This design comes from an exercise in tuning for small area, a short achievable clock period and few clock cycles on the open sky130 flow, not from production work.
Function was checked by simulation only, so behaviour that the tests miss may differ from the original.
No activity file was given, so power comes from the tool's default toggle rates.

Design processor, start of the top module:
module processor( input         clk, reset,
                  output [31:0] PC,
                  input  [31:0] instruction,
                  output        WE,
                  output [31:0] address_to_mem,
                  output [31:0] data_to_mem,
                  input  [31:0] data_from_mem
                );
==> flow/config.mk <==
export PLATFORM = sky130hd
export DESIGN_NAME = processor
export DESIGN_NICKNAME = processor
export VERILOG_FILES = /design/flow/design.v
export SDC_FILE = /design/flow/constraint.sdc
export NUM_CORES = 4
export LEC_CHECK = 0
export CAP_MARGIN = 20
export CORE_MARGIN = 2
export CORE_UTILIZATION = 40
export SETUP_SLACK_MARGIN = 0.2
export SLEW_MARGIN = 20
==> flow/constraint.sdc <==
create_clock -name core_clock -period 11.0 [get_ports {clk}]
set_input_delay 2.2000 -clock core_clock [delete_from_list [all_inputs] [get_ports {clk}]]
set_output_delay 2.2000 -clock core_clock [all_outputs]
set_load 0.01 [all_outputs]
standard.sh (not shown) runs the stock make flow with config.mk's settings and CLKGATE_MAP_FILE= SYNTH_SCRIPT=/design/flow/synth_recipe.tcl, a recipe that flattens the netlist after the stock synthesis.
==> flow/flow/run.sh <==
#!/bin/bash
# Layout flow: the standard synthesis, unchanged; then the standard ORFS
# place-and-route with these changes:
#  - timing repair aims below the clock period (setup margin), so the layout
#    is sized for speed; the clock, I/O delays and loads stay as given;
#  - resizing may change a cell's footprint, so port buffers can be sized;
#  - port buffers are plain buffers rather than the default delay-cell buffer;
#  - larger clock-tree sink clusters (fewer clock buffers).
# Each step's full log is in synth.log / pnr.log here and orfs/logs/.
set -euo pipefail
MARGIN=7.4
TNS=20
bash standard.sh synth > synth.log 2>&1
bash standard.sh \
  SETUP_SLACK_MARGIN=$MARGIN \
  MATCH_CELL_FOOTPRINT=0 \
  "BUFFER_PORTS_ARGS=-buffer_cell sky130_fd_sc_hd__buf_2" \
  TNS_END_PERCENT=$TNS \
  CTS_CLUSTER_SIZE=20 \
  CTS_CLUSTER_DIAMETER=80 \
  finish > pnr.log 2>&1
The starting point ran to the end with no violations.
Testbench counts at the start, summed over its fixed seeds: cycles 47,429.
Then changed:
--- a/flow/flow/run.sh
+++ b/flow/flow/run.sh
@@ -12 +12 @@
-TNS=20
+TNS=100
Outcome: The changed run passed the timing, design-rule and antenna checks; combinational power is higher by 17%; die area does not change; non-clock buffer count is higher by 255; first-iteration DRC count is higher by 14%; setup slack gets better by 0.12 ns; wire length is higher by 13%.

* * *

The RTL this note starts from:
==> flow/design.v <==
`default_nettype none
module processor( input         clk, reset,
                  output [31:0] PC,
                  input  [31:0] instruction,
                  output        WE,
                  output [31:0] address_to_mem,
                  output [31:0] data_to_mem,
                  input  [31:0] data_from_mem
                );
    reg  [12:0] pc_lo;
    reg  [31:13] pc_hb;
    reg  [7:0]  pc_dh;
    reg         pc_c;
    reg  [31:0] rf [1:31];
    reg  [31:0] a_e, b_e, pc_e;
    reg         fa_e, fb_e;
    reg  [12:0] imm_e;
    reg  [4:0]  rd_e;
    reg         sq_e;      
    reg         wen_q, load_q, store_q, br_q, beq_q, blt_q, jal_q, jalr_q, pred_e;
    wire        wen_e = wen_q & ~sq_e, load_e = load_q & ~sq_e, store_e = store_q & ~sq_e;
    wire        br_e = br_q & ~sq_e, beq_e = beq_q & ~sq_e, blt_e = blt_q & ~sq_e;
    wire        jal_e = jal_q & ~sq_e, jalr_e = jalr_q & ~sq_e;
    reg         sel_sum_e, sub_e, kill_e, sel_avg_e, sel_and_e, sel_srl_e, sel_addr_e;
    reg  [31:0] res_m, data_m;
    reg  [4:0]  rd_m;
    reg         wen_m, load_m, we_m;
    assign PC             = {pc_hb, pc_lo};
    assign WE             = we_m;
    assign address_to_mem = res_m;
    assign data_to_mem    = data_m;
    wire [6:0] op  = instruction[6:0];
    wire [2:0] f3  = instruction[14:12];
    wire [4:0] rs1 = instruction[19:15];
    wire [4:0] rs2 = instruction[24:20];
    wire [4:0] rd  = instruction[11:7];
    wire       f7z = instruction[31:25] == 7'b0000000;
    wire       f7s = instruction[31:25] == 7'b0100000;
    wire d_r    = op == 7'b0110011;
    wire d_v    = op == 7'b0001011;
    wire d_i    = op == 7'b0010011;
    wire d_l    = op == 7'b0000011;
    wire d_s    = op == 7'b0100011;
    wire d_b    = op == 7'b1100011;
    wire d_jal  = op == 7'b1101111;
    wire d_jalr = op == 7'b1100111;
    wire d_add  = d_r & f7z & (f3 == 3'b000);
    wire d_sub  = d_r & f7s & (f3 == 3'b000);
    wire d_and  = d_r & f7z & (f3 == 3'b111);
    wire d_srl  = d_r & f7z & (f3 == 3'b101);
    wire d_addv = d_v & f7z & (f3 == 3'b000);
    wire d_avgv = d_v & f7z & (f3 == 3'b001);
    wire d_beq  = d_b & (f3 == 3'b000);
    wire d_blt  = d_b & (f3 == 3'b100);
    wire d_use1 = d_r | d_v | d_i | d_l | d_s | d_b | d_jalr;
    wire d_use2 = d_r | d_v | d_s | d_b;
    wire d_wen  = (d_add | d_sub | d_and | d_srl | d_addv | d_avgv | d_i | d_l | d_jal | d_jalr)
                  & (rd != 5'd0);
    wire [12:0] d_imm = d_s ? {1'b0, instruction[31:25], instruction[11:7]}
                      : d_b ? {instruction[31], instruction[7], instruction[30:25], instruction[11:8], 1'b0}
                      : {1'b0, instruction[31:20]};
    wire [20:0] f_offj = {instruction[31], instruction[19:12], instruction[20], instruction[30:21], 1'b0};
    wire [12:0] f_offb = {instruction[31], instruction[7], instruction[30:25], instruction[11:8], 1'b0};
    wire [31:13] pc_hi  = pc_hb + {11'd0, pc_dh} + {18'd0, pc_c};
    wire [13:0] lo_j = {1'b0, pc_lo} + {1'b0, f_offj[12:0]};
    wire [13:0] lo_b = {1'b0, pc_lo} + {1'b0, f_offb};
    wire [13:0] lo_4 = {1'b0, pc_lo} + 14'd4;
    wire        d_predb = d_b & instruction[31];
    wire        d_pred  = d_jal | d_predb;
    wire [31:0] opa = fa_e ? res_m : a_e;
    wire [31:0] opb = fb_e ? res_m : b_e;
    wire [31:0] bi = sub_e ? ~opb : opb;
    wire        pk = ~kill_e;
    wire [35:0] sx = {1'b0, opa[31:24], pk, opa[23:16], pk, opa[15:8], pk, opa[7:0]}
                   + {1'b0, bi[31:24], 1'b0, bi[23:16], 1'b0, bi[15:8], 1'b0, bi[7:0]}
                   + {35'd0, sub_e};
    wire [31:0] sum_r = {sx[34:27], sx[25:18], sx[16:9], sx[7:0]};
    wire [31:0] avg_r = {sx[35:28], sx[26:19], sx[17:10], sx[8:1]};
    wire [31:0] and_r = opa & opb;
    wire [31:0] srl_r = (|opb[31:5]) ? 32'd0 : (opa >> opb[4:0]);
    wire [31:0] addr  = opa + {19'd0, imm_e};
    wire [31:0] link  = pc_e + 32'd4;
    wire [31:0] btgt  = pc_e + {19'd0, imm_e};
    wire [31:0] res_e = ({32{sel_sum_e}}  & sum_r)
                      | ({32{sel_avg_e}}  & avg_r)
                      | ({32{sel_and_e}}  & and_r)
                      | ({32{sel_srl_e}}  & srl_r)
                      | ({32{sel_addr_e}} & addr)
                      | ({32{jal_e | jalr_e}} & link);
    wire eq = opa == opb;
    wire lt = (opa[31] ^ opb[31]) ? opa[31] : sx[34];
    wire taken    = (beq_e & eq) | (blt_e & lt);
    wire redirect = (br_e & (taken ^ pred_e)) | jalr_e;
    wire [31:0] target = jalr_e ? addr : pred_e ? link : btgt;
    wire [31:0] wb = load_m ? data_from_mem : res_m;
    always @(posedge clk) begin
        if (wen_m) rf[rd_m] <= wb;
    end
    reg  [31:0] rf1, rf2;
    integer k;
    always @(*) begin
        rf1 = 32'd0;
        rf2 = 32'd0;
        for (k = 1; k < 32; k = k + 1) begin
            rf1 = rf1 | ({32{rs1 == k}} & rf[k]);
            rf2 = rf2 | ({32{rs2 == k}} & rf[k]);
        end
    end
    wire hit1e = wen_e & (rd_e == rs1);
    wire hit2e = wen_e & (rd_e == rs2);
    wire hit1m = wen_m & (rd_m == rs1);
    wire hit2m = wen_m & (rd_m == rs2);
    wire stall = load_e & (hit1e | hit2e);
    always @(posedge clk or posedge reset) begin
        if (reset) begin
            pc_lo <= 13'd0;
            pc_hb <= 19'd0;
            pc_dh <= 8'd0;
            pc_c  <= 1'b0;
            sq_e <= 1'b0;
            wen_q <= 1'b0; load_q <= 1'b0; store_q <= 1'b0; br_q <= 1'b0;
            beq_q <= 1'b0; blt_q <= 1'b0; jal_q <= 1'b0; jalr_q <= 1'b0; pred_e <= 1'b0;
            wen_m <= 1'b0; load_m <= 1'b0; we_m <= 1'b0;
        end else begin
            if (redirect) begin
                pc_lo <= target[12:0];
                pc_hb <= target[31:13];
                pc_dh <= 8'd0;
                pc_c  <= 1'b0;
            end else if (!stall) begin
                pc_lo <= d_jal ? lo_j[12:0] : d_predb ? lo_b[12:0] : lo_4[12:0];
                pc_hb <= pc_hi;
                pc_dh <= d_jal ? f_offj[20:13] : 8'd0;
                pc_c  <= d_jal ? lo_j[13] : d_predb ? lo_b[13] : lo_4[13];
            end
            sq_e    <= redirect;
            wen_q   <= ~stall & d_wen;
            load_q  <= ~stall & d_l;
            store_q <= ~stall & d_s;
            br_q    <= ~stall & d_b;
            beq_q   <= ~stall & d_beq;
            blt_q   <= ~stall & d_blt;
            jal_q   <= ~stall & d_jal;
            jalr_q  <= ~stall & d_jalr;
            pred_e  <= ~stall & d_pred;
            wen_m   <= wen_e;
            load_m  <= load_e;
            we_m    <= store_e;
        end
    end
    always @(posedge clk) begin
        a_e <= hit1m ? wb : rf1;
        b_e <= hit2m ? wb : rf2;
        fa_e <= hit1e;
        fb_e <= hit2e;
        pc_e <= {pc_hi, pc_lo};
        imm_e <= d_imm;
        rd_e <= rd;
        sel_sum_e  <= d_add | d_sub | d_addv | d_b;
        sub_e      <= d_sub | d_b;
        kill_e     <= d_addv | d_avgv;
        sel_avg_e  <= d_avgv;
        sel_and_e  <= d_and;
        sel_srl_e  <= d_srl;
        sel_addr_e <= d_i | d_l | d_s;
        res_m  <= res_e;
        data_m <= opb;
        rd_m   <= rd_e;
    end
endmodule
`default_nettype wire
clock: 11.0 ns
lec_check: 0
cap_margin: 20
core_margin: 2
core_utilization: 40
setup_slack_margin: 0.2
slew_margin: 20
==> flow/flow/run.sh <==
#!/bin/bash
# Layout flow: the standard synthesis, unchanged; then the standard ORFS
# place-and-route with these changes:
#  - timing repair aims below the clock period (setup margin), so the layout
#    is sized for speed; the clock, I/O delays and loads stay as given;
#  - resizing may change a cell's footprint, so port buffers can be sized;
#  - port buffers are plain buffers rather than the default delay-cell buffer;
#  - larger clock-tree sink clusters (fewer clock buffers).
# Each step's full log is in synth.log / pnr.log here and orfs/logs/.
set -euo pipefail
MARGIN=7.0
TNS=5
bash standard.sh synth > synth.log 2>&1
bash standard.sh \
  SETUP_SLACK_MARGIN=$MARGIN \
  MATCH_CELL_FOOTPRINT=0 \
  "BUFFER_PORTS_ARGS=-buffer_cell sky130_fd_sc_hd__buf_2" \
  TNS_END_PERCENT=$TNS \
  CTS_CLUSTER_SIZE=20 \
  CTS_CLUSTER_DIAMETER=80 \
  finish > pnr.log 2>&1
Testbench counts at the start, summed over its fixed seeds: cycles 47,429.
==> next run, changes <==
--- a/flow/flow/run.sh
+++ b/flow/flow/run.sh
@@ -10,3 +10,3 @@
 set -euo pipefail
-MARGIN=7.0
+MARGIN=6.7
 TNS=5
Result: Sequential share of layout area goes up by 0.44 points; first-iteration DRC count rose by a few percent; final area drops slightly; clock-buffer cell count went up by 5; setup slack improved by 0.12 ns; core utilization is lower by 0.38 points; clock power stays flat; sequential cell count is unchanged.

## afterwards: timing with drivers on the ports
In the flow no input, the clock included, has a driving cell. The finished layouts below were timed again as built, in two steps. Step 1 assumes that a clkbuf_16 drives the clock port and a buf_2 every other input. Step 2 times the ports against the registers' clock, not the clock port: input delays grow and output delays shrink by t, the midpoint of the rising clock arrivals with the driver on. a / b / c = no drivers / after step 1 / after step 2; a / b = the first two.
run | t (ns) | setup WS [ns] | hold WS [ns] | latest minus earliest clock arrival (ns)
the first run of note 1 | 0.805 | 6.731 / 6.757 / 5.951 | 0.404 / 0.404 / 0.404 | 0.071 / 0.071
the second run of note 1 | 0.806 | 6.852 / 6.852 / 6.253 | 0.402 / 0.402 / 0.402 | 0.074 / 0.074
the first run of note 2 | 0.800 | 6.313 / 6.376 / 5.576 | 0.394 / 0.394 / 0.394 | 0.064 / 0.065
the second run of note 2 | 0.817 | 6.430 / 6.480 / 5.664 | 0.407 / 0.407 / 0.407 | 0.079 / 0.079
After both steps every run listed still meets setup and hold. The setup slack of the first run of note 1, which loses most, moves by +0.026 ns with the drivers and by -0.780 ns with both steps.
